Context: an optimization exercise on an open-source flow, tuned for small area, a short achievable clock period and few clock cycles. The choices shown serve that exercise and are no tape-out recipe. At most, simulation tests tie the RTL to the original design; equivalence was not proved. No activity file was given, so power comes from the tool's default toggle rates.

// SimpleCPU
module SimpleCPU(clk, rst, data_fromRAM, wrEn, addr_toRAM, data_toRAM);
For scale: ~110 flip-flops, about 77 I/O pins.
clock: 10.0 ns
lec_check: 0
cap_margin: 20
core_margin: 2
core_utilization: 40
slew_margin: 20
standard.sh (not shown) runs the stock make flow with config.mk's settings and CLKGATE_MAP_FILE= SYNTH_SCRIPT=/design/flow/synth_recipe.tcl, a recipe that flattens the netlist after the stock synthesis.
==> flow/flow/run.sh <==
#!/bin/bash
# Standard ORFS layout, with repair_timing aiming past the clock period the
# SDC states so that the achieved period gets as short as the design allows.
set -euo pipefail
export SETUP_SLACK_MARGIN=5.6
bash standard.sh > standard.log 2>&1
Edit:
--- a/flow/design.v
+++ b/flow/design.v
@@ -49,70 +49,69 @@
 	3'd1: ay = r2;
 	3'd2: ay = {r2[29:0], 2'b00};
 	3'd3: ay = {1'b0, r2[31:1]};
 	3'd4: ay = {2'b00, r2[31:2]};
 	default: ay = 32'd0;
 	endcase
 end
 wire [33:0] asum0 = {1'b0, ax, 1'b1} + {1'b0, ay, cin};
 wire [32:0] asum = asum0[33:1];
-wire [2:0] bd = r1[31:29];
+reg        mwin;
+wire [2:0] bd = mwin ? {r1[15:14] & {2{~first}}, r1[13]} : r1[31:29];
 wire booth_zero = (bd == 3'b000) || (bd == 3'b111);
 wire booth_two  = (bd == 3'b011) || (bd == 3'b100);
 wire booth_neg  = bd[2] && !booth_zero;
 function [4:0] srl_cnt(input [5:0] n);
 	srl_cnt = {1'b0, n[4:1]} + {4'd0, n[0] & ~n[5]};
 endfunction
 localparam R_HOLD = 2'd0, R_SUM = 2'd1, R_LT = 2'd2;
 reg [1:0]  r2sel;
 reg [2:0]  state_n;
 reg        wr_n;
-reg        r1_ld_d, r1_ld_imm, r1_b14, r1_shift;
+reg        r1_shift;
 reg [4:0]  cnt_n;
-reg        first_n, sleft_n, sodd_n, sbig_n, bt2_n;
+reg        first_n, sleft_n, sodd_n, sbig_n, bt2_n, mwin_n;
 reg        a_A, a_B, a_pc1, a_pc, a_sum;
 reg [9:0]  addr_n;
 wire dec_big = |d[13:6];
 wire g2_big  = |d[31:6];
-wire g2_short = ~|d[31:15];
+wire g2_short = ~|d[31:14];
 wire dop_is_mul = (d[31:29] == MUL);
 wire [4:0] g2_cnt = g2_big ? 5'd0 : srl_cnt(d[5:0]);
 wire is_alu = (op == ADD) || (op == NAND) || (op == LT);
 always @(*) begin
 	state_n   = state;
 	wr_n      = 1'b0;
-	r1_ld_d   = 1'b0;
-	r1_ld_imm = 1'b0;
-	r1_b14    = 1'b0;
 	r1_shift  = 1'b0;
 	cnt_n     = cnt;
 	first_n   = first;
 	sleft_n   = sleft;
 	sodd_n    = sodd;
 	sbig_n    = sbig;
 	bt2_n     = bt2;
+	mwin_n    = mwin;
 	a_A       = 1'b0;
 	a_B       = 1'b0;
 	a_pc1     = 1'b0;
 	a_pc      = 1'b0;
 	a_sum     = 1'b0;
 	xsel      = 2'd1;
 	xneg      = 1'b0;
 	xand      = 1'b0;
 	ysel      = 3'd0;
 	cin       = 1'b0;
 	r2sel     = R_HOLD;
 	case (state)
 	S_FW: state_n = S_DEC;
 	S_DEC: begin
 		xsel      = 2'd3;
 		r2sel     = R_SUM;
-		r1_ld_imm = 1'b1;
+		mwin_n    = 1'b1;
 		first_n   = 1'b1;
 		sleft_n   = d[5];
 		sodd_n    = d[0];
 		sbig_n    = dec_big;
 		cnt_n     = dop_is_mul ? 5'd7 : (dec_big ? 5'd0 : srl_cnt(d[5:0]));
 		if (wr && addr == pc) begin
 			a_pc    = 1'b1;
 			state_n = S_FW;
 		end else if (d[28] && d[31:29] == CP) begin
@@ -141,23 +140,21 @@
 	end
 	S_G2: begin
 		state_n = S_EX;
 		case (op)
 		ADD, NAND, LT: begin
 			r2sel = R_SUM;
 			a_pc1 = 1'b1;
 		end
 		MUL: begin
-			r1_ld_d   = !g2_short;
-			r1_ld_imm = g2_short;
-			r1_b14    = 1'b1;
-			cnt_n     = g2_short ? 5'd7 : 5'd15;
-			state_n   = S_M;
+			mwin_n  = g2_short;
+			cnt_n   = g2_short ? 5'd7 : 5'd15;
+			state_n = S_M;
 		end
 		SRL: begin
 			sleft_n = d[5];
 			sodd_n  = d[0];
 			sbig_n  = g2_big;
 			cnt_n   = g2_cnt;
 			a_pc1   = (g2_cnt == 5'd0);
 			state_n = S_M;
 		end
@@ -266,19 +263,19 @@
 	sleft <= sleft_n;
 	sodd  <= sodd_n;
 	sbig  <= sbig_n;
 	bt2   <= bt2_n;
 	if (state == S_DEC) begin
 		op <= d[31:29];
 		im <= d[28];
 		fa <= d[23:14];
 	end
-	if (r1_ld_imm)     r1 <= {1'b0, d[14] & r1_b14, d[13:0], 16'd0};
-	else if (r1_ld_d)  r1 <= d;
-	else if (r1_shift) r1 <= {r1[29:0], 2'b00};
+	if (state == S_DEC || state == S_G2) r1 <= d;
+	else if (r1_shift)                   r1 <= {r1[29:0], 2'b00};
+	mwin  <= mwin_n;
 	case (r2sel)
 	R_SUM:  r2 <= asum[31:0];
 	R_LT:   r2 <= {31'd0, asum[32]};
 	default: ;
 	endcase
 end
 endmodule
Cell count grows by a few percent.
Maximum frequency shrinks by a few percent.
Clock skew shrinks by 6.0 ps.
Count of clock-buffer cells in the layout grows by 15.
Total power grows by well over a third.
Global-route usage grows by 1.2 points.
Setup slack got worse by 280 ps.
Routed wire length grows by a few percent.
Area after synthesis shrinks by a few percent.
Final area grows by a little under a tenth.
Worst hold slack improved by 28 ps.
Die area shrinks by a few percent.
Combinational power grows by well over a third.
No run of this note included a check of the RTL's function; only the layout flow was run.

* * *

Setup of v6:
SimpleCPU, a different RTL version from the one above (not shown whole).
Size in the first run: ~950 cells after synthesis, ~110 flip-flops, roughly 77 I/O pins.
clock: 10.0 ns
lec_check: 0
cap_margin: 20
core_margin: 2
core_utilization: 40
slew_margin: 20
==> flow/flow/run.sh <==
#!/bin/bash
# Standard ORFS layout, with repair_timing aiming past the clock period the
# SDC states so that the achieved period gets as short as the design allows,
# and plain buffers on the ports.
set -euo pipefail
export SETUP_SLACK_MARGIN=5.5
export CTS_ARGS="-sink_clustering_enable -repair_clock_nets -dont_use_dummy_load"
export BUFFER_PORTS_ARGS="-buffer_cell sky130_fd_sc_hd__buf_2"
bash standard.sh > standard.log 2>&1
Testbench counts of v6, summed over its fixed seeds: cycles 205,053.
Modified inputs, v7 compared to v6
--- a/flow/design.v
+++ b/flow/design.v
@@ -146,19 +146,18 @@
 			sleft_n = g2_short;
 			cnt_n   = g2_short ? 5'd8 : 5'd15;
 			state_n = S_M;
 		end
 		SRL: begin
 			sleft_n = d[5];
 			sodd_n  = d[0];
 			sbig_n  = g2_big;
-			cnt_n   = g2_cnt;
-			a_pc1   = (g2_cnt == 5'd0);
-			state_n = S_M;
+			cnt_n   = (g2_cnt == 5'd0) ? 5'd1 : g2_cnt;
+			state_n = (g2_cnt == 5'd0) ? S_G3 : S_M;
 		end
 		CPI: if (im) begin
 			xsel  = 2'd1;
 			ysel  = 3'd0;
 			a_pc1 = 1'b1;
 		end else begin
 			a_B     = 1'b1;
 			state_n = S_G3;
@@ -172,17 +171,17 @@
 		end else begin
 			state_n = S_BT;
 		end
 		default: ;
 		endcase
 	end
 	S_G3: begin
 		a_pc1   = 1'b1;
-		state_n = S_EX;
+		state_n = (op == SRL) ? S_M : S_EX;
 	end
 	S_EX: begin
 		wr_n    = 1'b1;
 		state_n = S_DEC;
 		case (op)
 		ADD: xsel = 2'd1;
 		LT: begin
 			xsel    = 2'd1;
[summary]
- Number of detailed-route iterations in the first pass, v6 and v7: higher on v7
- [compare] base=v6 new=v7: mean area per synthesized cell saw a decrease, sequential share of cell area comparable.
- Run comparison: v7 leading cell type in the layout, fill and taps excluded sky130_fd_sc_hd__nand2_1; v6 leading cell type in the layout, fill and taps excluded sky130_fd_sc_hd__dfxtp_1
- Side by side, total wire length turned out higher in v7 than in v6.
- Relative to v6, v7 improves clock skew.
- Against v6, v7 reports a largest vdd supply drop that is higher.
- Comparing v7 with v6, the final instance area came out essentially unchanged.
- r2[27] as the timing endpoint of the critical path was reported by v6, and r2[31] by v7.
Only the layout flow was run in v7; the RTL was not checked for function there.

## static timing again, ports no longer ideal
Ports are ideal in the flow. The routed layouts listed here were re-timed in OpenROAD. Step 1 assumes that a clkbuf_16 drives the clock port and a buf_2 every other input. Step 2 moves the port delays by t, midway between the first and last clock arrival at a register: inputs arrive t later, outputs are due t later. That takes back most of the time a late clock gives input paths. a / b / c = no drivers / after step 1 / after step 2; a / b = the first two.
run	t, ns	setup slack, ns	worst register clock-pin slew, ns
the first run of note 1	0.406	5.590 / 5.589 / 5.188	0.09 / 0.09
the second run of note 1	0.463	5.307 / 5.307 / 4.942	0.06 / 0.06
v6	0.397	5.565 / 5.586 / 5.189	0.08 / 0.08
v7	0.397	5.610 / 5.623 / 5.227	0.07 / 0.07
After both steps setup and hold are still met in every run listed. For the first run of note 1, which loses most, drivers alone change the setup slack by -0.001 ns; drivers and shift together by -0.402 ns.
